This design comes from an exercise in tuning for small area and a short achievable clock period on the open sky130 flow, not from production work. Function was checked by simulation only, so behaviour that the tests miss may differ from the original.

## flow/design.v (module list and top-level ports; edited modules follow where they fit)
// module mac: 2261 lines
// module mac_nand2: 7 lines
// module mac_nand2b: 7 lines
// module mac_bsel: 10 lines
// module mac_bsel0: 8 lines
// module mac_bsel32: 9 lines
// module mac_fa: 9 lines
// module mac_fa1: 9 lines
// module mac_xnor2: 7 lines
// module mac_or2: 7 lines
// module mac_ha: 8 lines
// module mac_cpa: 712 lines
// module mac_xor2: 7 lines
// module mac_and2: 7 lines
// module mac_ga: 8 lines
// module mac_gb: 8 lines
module mac #(
    parameter N = 32
  )(
    input  wire                clk,
    input  wire                arst_n,
    input  wire                ce,
    input  wire                sload,
    input  wire signed [N-1:0] A,
    input  wire signed [N-1:0] B,
    output wire                pvalid,
    output wire signed [N-1:0] P
  );
  // ...
==> flow/flow/run.sh <==
#!/bin/bash
# Layout flow: the standard flow (standard.sh) with four changes.
#  1. After the standard synthesis, combinational cells that ABC upsized but
#     that drive only a few loads get their smallest size back
#     (flow/downsize.tcl); nothing else in the netlist changes.
#  2. Ports are buffered with buf_2 cells instead of clkdlybuf4s50_1, the
#     delay cell that buffer_ports picks by default.
#  3. Timing repair aims at 9.3 ns of setup slack (a 7.2 ns period) instead
#     of config.mk's SETUP_SLACK_MARGIN; the clock and constraints are the same.
#  4. The pin placer keeps ce, arst_n, sload, pvalid and P on one edge
#     (flow/pins.tcl), so the paths from ce and arst_n to the outputs stay short.
# Each step's output goes to its own log here; ORFS's own logs are under orfs/logs.
set -euo pipefail
bash standard.sh synth > synth.log 2>&1
SYNTH_ODB=$PWD/orfs/results/sky130hd/mac/base/1_synth.odb \
  openroad -no_init -exit flow/downsize.tcl > downsize.log 2>&1
PRE_IO_PLACEMENT_TCL=$PWD/flow/pins.tcl \
BUFFER_PORTS_ARGS="-buffer_cell sky130_fd_sc_hd__buf_2" \
  bash standard.sh SETUP_SLACK_MARGIN=9.3 finish > layout.log 2>&1
==> flow/flow/downsize.tcl <==
# Give combinational cells that synthesis upsized, but that drive at most
# MAX_FANOUT loads, their smallest drive strength again. Registers, buffers
# and inverters are left alone; repair_design later fixes any slew or
# capacitance this breaks.
set max_fanout 3
set odb_file $::env(SYNTH_ODB)
read_db $odb_file
set db [ord::get_db]
set block [ord::get_db_block]
set count 0
foreach inst [$block getInsts] {
  set m [[$inst getMaster] getName]
  if {![regexp {^(sky130_fd_sc_hd__([a-z0-9]+))_([0-9]+)$} $m -> base kind size]} { continue }
  if {$size == 1 || $size == 0} { continue }
  if {[regexp {^(df|edf|sdf|dl|buf|clkbuf|inv|clkinv|dly|clkdly|conb|tap|fill|decap)} $kind]} { continue }
  set small [$db findMaster ${base}_1]
  if {$small eq "NULL"} { continue }
  set fanout 0
  foreach it [$inst getITerms] {
    if {![$it isOutputSignal]} { continue }
    set net [$it getNet]
    if {$net eq "NULL"} { continue }
    incr fanout [expr {[llength [$net getITerms]] - 1 + [llength [$net getBTerms]]}]
  }
  if {$fanout > $max_fanout} { continue }
  if {[$inst swapMaster $small]} { incr count }
}
puts "downsize: $count instances set to their smallest size"
write_db $odb_file
==> flow/flow/pins.tcl <==
# Keep the ports whose paths cross the design in one cycle (ce, arst_n ->
# P, pvalid) together on the top edge; the operands go on the other edges.
set_io_pin_constraint -pin_names {ce arst_n sload pvalid P[*]} -region top:*
set_io_pin_constraint -pin_names {A[*]} -region left:*
set_io_pin_constraint -pin_names {B[*]} -region right:*
==> flow/standard.sh <==
#!/bin/bash
# synth_recipe.tcl (not shown) runs the flow's synth.tcl, then flattens the netlist and writes it again
# the make line also repeats each setting of config.mk as NAME=value (left out here)
make -C /OpenROAD-flow-scripts/flow DESIGN_CONFIG=/design/flow/config.mk WORK_HOME=/design/flow/orfs CLKGATE_MAP_FILE= SYNTH_SCRIPT=/design/flow/synth_recipe.tcl "${@:-finish}"
==> flow/config.mk <==
export PLATFORM = sky130hd
export DESIGN_NAME = mac
export DESIGN_NICKNAME = mac
export VERILOG_FILES = /design/flow/design.v
export SDC_FILE = /design/flow/constraint.sdc
export NUM_CORES = 4
export LEC_CHECK = 0
export CAP_MARGIN = 20
export CORE_MARGIN = 2
export CORE_UTILIZATION = 60
export SETUP_SLACK_MARGIN = 5
export SLEW_MARGIN = 20
export SYNTH_HIERARCHICAL = 1
==> flow/constraint.sdc <==
create_clock -name core_clock -period 16.5 [get_ports {clk}]
set_input_delay 3.3000 -clock core_clock [delete_from_list [all_inputs] [get_ports {clk}]]
set_output_delay 3.3000 -clock core_clock [all_outputs]
set_load 0.01 [all_outputs]
==> results.json, run 1 <==
{
  "outcome": "no timing/DRC/antenna violations",
  "worstMarginPinSlew_ns": 1.04,
  "r2r_slack_ns": 9.48,
  "period_needed_ns": 7.23,
  "start_util_pct": 60.4,
  "path_clk_slew_ns": 0.07,
  "r2r-start": "one_n[12]$_DFFE_PP_",
  "die_w_um": 214,
  "via_count": 23100,
  "nNonClkBuffers": 191,
  "fin_setup_tns_ns": 0,
  "cts_sinks": 148,
  "drive_gt1_share_pct": 10.6,
  "met2_length_um": 43200,
  "utilization_pct": 67.5,
  "use_met3_pct": 13.0,
  "fin_crit_sh_pct": 43.8,
  "bufAreaShareNonClock_pct": 5.55,
  "dieArea_um2": 46000,
  "worstHoldStart": "v$_DFFE_PN0P_",
  "antenna_found_initial": 3,
  "reg_top3": "a_n: 32 flops, acc_hi: 32 flops, acc_lo: 32 flops",
  "slew_headroom_pct": 30.9,
  "drv_slew": 0,
  "stdcell_count": 3180,
  "use_met1_pct": 55.8,
  "clock_area_share_pct": 1.97,
  "arrival_ns": 3.93,
  "cp-startpoint": "ce",
  "fin_ws_ns": 9.27,
  "grt_max_degree": 72,
  "setup_viol": 0,
  "crit_fanout": 6,
  "critical_path.top_delay_family": "simple AND/OR/NAND/NOR gates",
  "cts_tree": "done",
  "routed_wl_um": 99200,
  "whs_ns": 0.482
}
==> inputs of run 2 (changes only) <==
--- a/flow/design.v
+++ b/flow/design.v
@@ -64,25 +64,30 @@
       v  <= 1'b0;
     end else if (ce) begin
       sl <= sload;
       hz <= sl;
       pv <= sl & ~hz;
       v  <= sl;
     end
   end
-  wire       show = sl & ~hz;
-  wire [7:0] pshow;
+  wire        show = sl & ~hz;
+  wire [31:0] acc_hi_n;
   generate
+    for (j = 0; j < 32; j = j + 1) begin : pinv
+      mac_inv u_i (.a(acc_hi[j]), .y(acc_hi_n[j]));
+    end
     for (j = 0; j < 8; j = j + 1) begin : psel
       wire n1, n0;
       mac_nand2  u_n1 (.a(ce), .b(show), .y(n1));
       mac_nand2b u_n0 (.an(ce), .b(pv), .y(n0));
-      mac_nand2  u_o  (.a(n1), .b(n0), .y(pshow[j]));
-      assign P[4*j+3:4*j] = acc_hi[4*j+3:4*j] & {4{pshow[j]}};
+      mac_a21oi  u_p0 (.a1(n1), .a2(n0), .b(acc_hi_n[4*j]),   .y(P[4*j]));
+      mac_a21oi  u_p1 (.a1(n1), .a2(n0), .b(acc_hi_n[4*j+1]), .y(P[4*j+1]));
+      mac_a21oi  u_p2 (.a1(n1), .a2(n0), .b(acc_hi_n[4*j+2]), .y(P[4*j+2]));
+      mac_a21oi  u_p3 (.a1(n1), .a2(n0), .b(acc_hi_n[4*j+3]), .y(P[4*j+3]));
     end
   endgenerate
   assign pvalid = ce ? (sl & arst_n) : v;
   mac_cpa u_cpa (.x(row0), .y(row1), .s(sum));
   wire [32:0] pp0;
   wire [32:0] pp1;
   wire [32:0] pp2;
   wire [32:0] pp3;
@@ -2262,16 +2267,30 @@
 endmodule
 module mac_nand2 (
     input  wire a,
     input  wire b,
     output wire y
   );
   assign y = ~(a & b);
 endmodule
+module mac_inv (
+    input  wire a,
+    output wire y
+  );
+  assign y = ~a;
+endmodule
+module mac_a21oi (
+    input  wire a1,
+    input  wire a2,
+    input  wire b,
+    output wire y
+  );
+  assign y = ~((a1 & a2) | b);
+endmodule
 module mac_nand2b (
     input  wire an,
     input  wire b,
     output wire y
   );
   assign y = ~(~an & b);
 endmodule
 module mac_bsel (
==> flow/flow/run.sh (replaced) <==
#!/bin/bash
# Layout flow: the standard flow (standard.sh) with four changes.
#  1. After the standard synthesis, combinational cells that ABC upsized but
#     that drive only a few loads get their smallest size back
#     (flow/downsize.tcl); nothing else in the netlist changes.
#  2. Ports are buffered with buf_2 cells instead of clkdlybuf4s50_1, the
#     delay cell that buffer_ports picks by default.
#  3. Timing repair aims at 9.4 ns of setup slack (a 7.1 ns period) instead
#     of config.mk's SETUP_SLACK_MARGIN; the clock and constraints are the same.
#  4. The pin placer keeps ce, arst_n, sload, pvalid and P on one edge
#     (flow/pins.tcl), so the paths from ce and arst_n to the outputs stay short.
# Each step's output goes to its own log here; ORFS's own logs are under orfs/logs.
set -euo pipefail
bash standard.sh synth > synth.log 2>&1
SYNTH_ODB=$PWD/orfs/results/sky130hd/mac/base/1_synth.odb \
  openroad -no_init -exit flow/downsize.tcl > downsize.log 2>&1
PRE_IO_PLACEMENT_TCL=$PWD/flow/pins.tcl \
BUFFER_PORTS_ARGS="-buffer_cell sky130_fd_sc_hd__buf_2" \
  bash standard.sh SETUP_SLACK_MARGIN=9.4 finish > layout.log 2>&1
==> run 2 against run 1 <==
Net effect:
- area after synthesis up 0.19%
- sequential share of layout area is essentially flat
- register-to-register slack improved by 0.04 ns
- utilization shrank 0.26 points
- setup slack gained 0.027 ns
- highest routed layer unchanged
- clock skew is 0.0097 ns higher
- largest cell class unchanged
==> results.json, run 2 <==
{
  "outcome": "no timing/DRC/antenna violations",
  "placement.io_buffers": 100,
  "antenna_left": 0,
  "hold_violations": 0,
  "crit_fanout": 6,
  "viasPerCell": 7.15,
  "worstMarginPinSlew_ns": 1.01,
  "drive_gt1_share_pct": 10.8,
  "grt_max_degree": 65,
  "gr-total-overflow": 0,
  "routed_wl_um": 97800,
  "htreeDepth": 4,
  "slew_headroom_pct": 32.6,
  "max-cap-violations": 0,
  "cts_sinks": 148,
  "rsz0062_at_grt": "yes",
  "arrival_ns": 3.91,
  "reg_top3": "a_n: 32 flops, acc_hi: 32 flops, acc_lo: 32 flops",
  "io_pins": 101,
  "start_util_pct": 60.4,
  "setup_viol": 0,
  "hold_class": "reg -> reg",
  "wire_per_inst_um": 30.6,
  "period_needed_ns": 7.21,
  "cts_buffers": 17,
  "grt_pass1_wl_um": 150000,
  "core_um2": 44000,
  "dr.pass1.iters": 6,
  "fin_ws_ns": 9.29,
  "die_h_um": 215,
  "drv_slew": 0,
  "fin_crit_sh_pct": 43.7,
  "synthToLayoutAreaGrowth_pct": 11.3,
  "grt_usage_pct": 43.9,
  "syn-instance-count": 2394,
  "crit_path_start_kind": "input pin",
  "path_clk_slew_ns": 0.07,
  "antenna_found_initial": 0,
  "layout_commonest_cell": "xor2_1",
  "finClkSkew_ns": 0.0303,
  "syn-num-nets": 2989,
  "hpwl_um": 58400,
  "grt_pass1_vias": 24700,
  "dpl_worst_slack_ns": 8.96,
  "clock_path_buffers": 2,
  "required_ns": 13.20,
  "final_nets": 3188,
  "cts_tree": "done",
  "root_buffer": "clkbuf_16",
  "via_count": 22900,
  "place.gp.congestion": 0.948,
  "mostFrequentLayoutCells": "596 x xor2_1, 496 x o22ai_1, 480 x fa_1",
  "syn_area_um2": 26600,
  "dieArea_um2": 46000,
  "ys_warn_count": 7,
  "die_w_um": 215,
  "crit_type": "in -> out",
  "fin_setup_tns_ns": 0,
  "initialDrtViolationCount": 2900,
  "syn-mean-instance-area_um2": 11.1,
  "hold_buffers": 0,
  "drc": 0,
  "row_count": 77,
  "end_kind": "output pin",
  "max_freq_mhz": 139,
  "clock_latency_ns": 0.52
}
## run 2: final cells by class
cell class | instances | area [um^2]
flip-flops and latches | 148 | 4270
repair buffers | 189 | 1530
clock inverters | 15 | 136
clock buffers | 17 | 425
multi-input cells | 2155 | 22200
well taps | 592 | 741
diodes | 1 | 2.50
fillers | 3470 | 14400
inverters | 82 | 308
## run 2: per-layer routing
layer / up-vias / routed length [um] / global-route usage, %
li1: 8985 / - / -
met1: 11400 / 35200 / 56.0
met2: 1976 / 43100 / 65.6
met3: 490 / 13500 / 15.0
met4: 0 / 5900 / 25.1
met5: - / 0 / 0
## run 2: what timing repair did
item | in CTS | in global routing
cloned | 3 | 0
resized for setup | 117 | 24
endpoints found under the setup margin | 39 | 41
setup buffers | 1 | 2
pin swaps | 29 | 24
## run 2: final timing paths
check	slack (ns)	end	start	cells past startpoint
min in group asynchronous	2.84	acc_lo[16]$_DFFE_PN0P_	arst_n	2
setup reg to reg	9.52	acc_hi[31]$_DFFE_PP_	two_n[10]$_DFFE_PP_	23
hold reg to reg	0.51	acc_lo[1]$_DFFE_PN0P_	acc_lo[1]$_DFFE_PN0P_	1
hold / removal	0.51	acc_lo[1]$_DFFE_PN0P_	acc_lo[1]$_DFFE_PN0P_	1
setup / recovery	9.29	P[17]	ce	4
max in group asynchronous	13.28	sl$_DFFE_PN1P_	arst_n	3
## run 2: critical path, cell delays in order
cell and delay [ns]:
buf_16 0.12, nand2b_4 0.17, a21oi_2 0.16, buf_2 0.16
## run 2: metrics by stage
stage	hold slack [ns]	utilization [%]	cells	cell area, um^2
after detailed placement	0.503	64.5	3160	28400
final	0.507	67.3	3199	29600
after global routing	0.540	67.3	3198	29600
after floorplan	0.442	-	2394	26600
after CTS	0.518	67.0	3196	29500
after global placement	0.464	64.5	3160	28400

-- afterwards: timing with drivers on the ports --
Ports are ideal in the flow. The routed layouts listed here were re-timed in OpenROAD.
Step 1: set_driving_cell puts a clkbuf_16 on clk and a buf_2 on each other input, an assumption about the parent block.
Step 2 times the ports against the registers' clock, not the clock port: input delays grow and output delays shrink by t, the midpoint of the rising clock arrivals with the driver on.
Three values: no drivers, after step 1, after step 2; two values: the first two.
run | shift t [ns] | setup WS [ns] | hold slack, ns | worst data-port slew with drivers (ns)
run 1 | 0.565 | 9.267 / 9.091 / 9.091 | 0.482 / 0.482 / 0.482 | 0.19
run 2 | 0.572 | 9.294 / 9.043 / 9.043 | 0.507 / 0.508 / 0.508 | 0.29
After both steps every run listed still meets setup and hold. For run 2, which loses most, drivers alone change the setup slack by -0.251 ns; drivers and shift together by -0.251 ns.
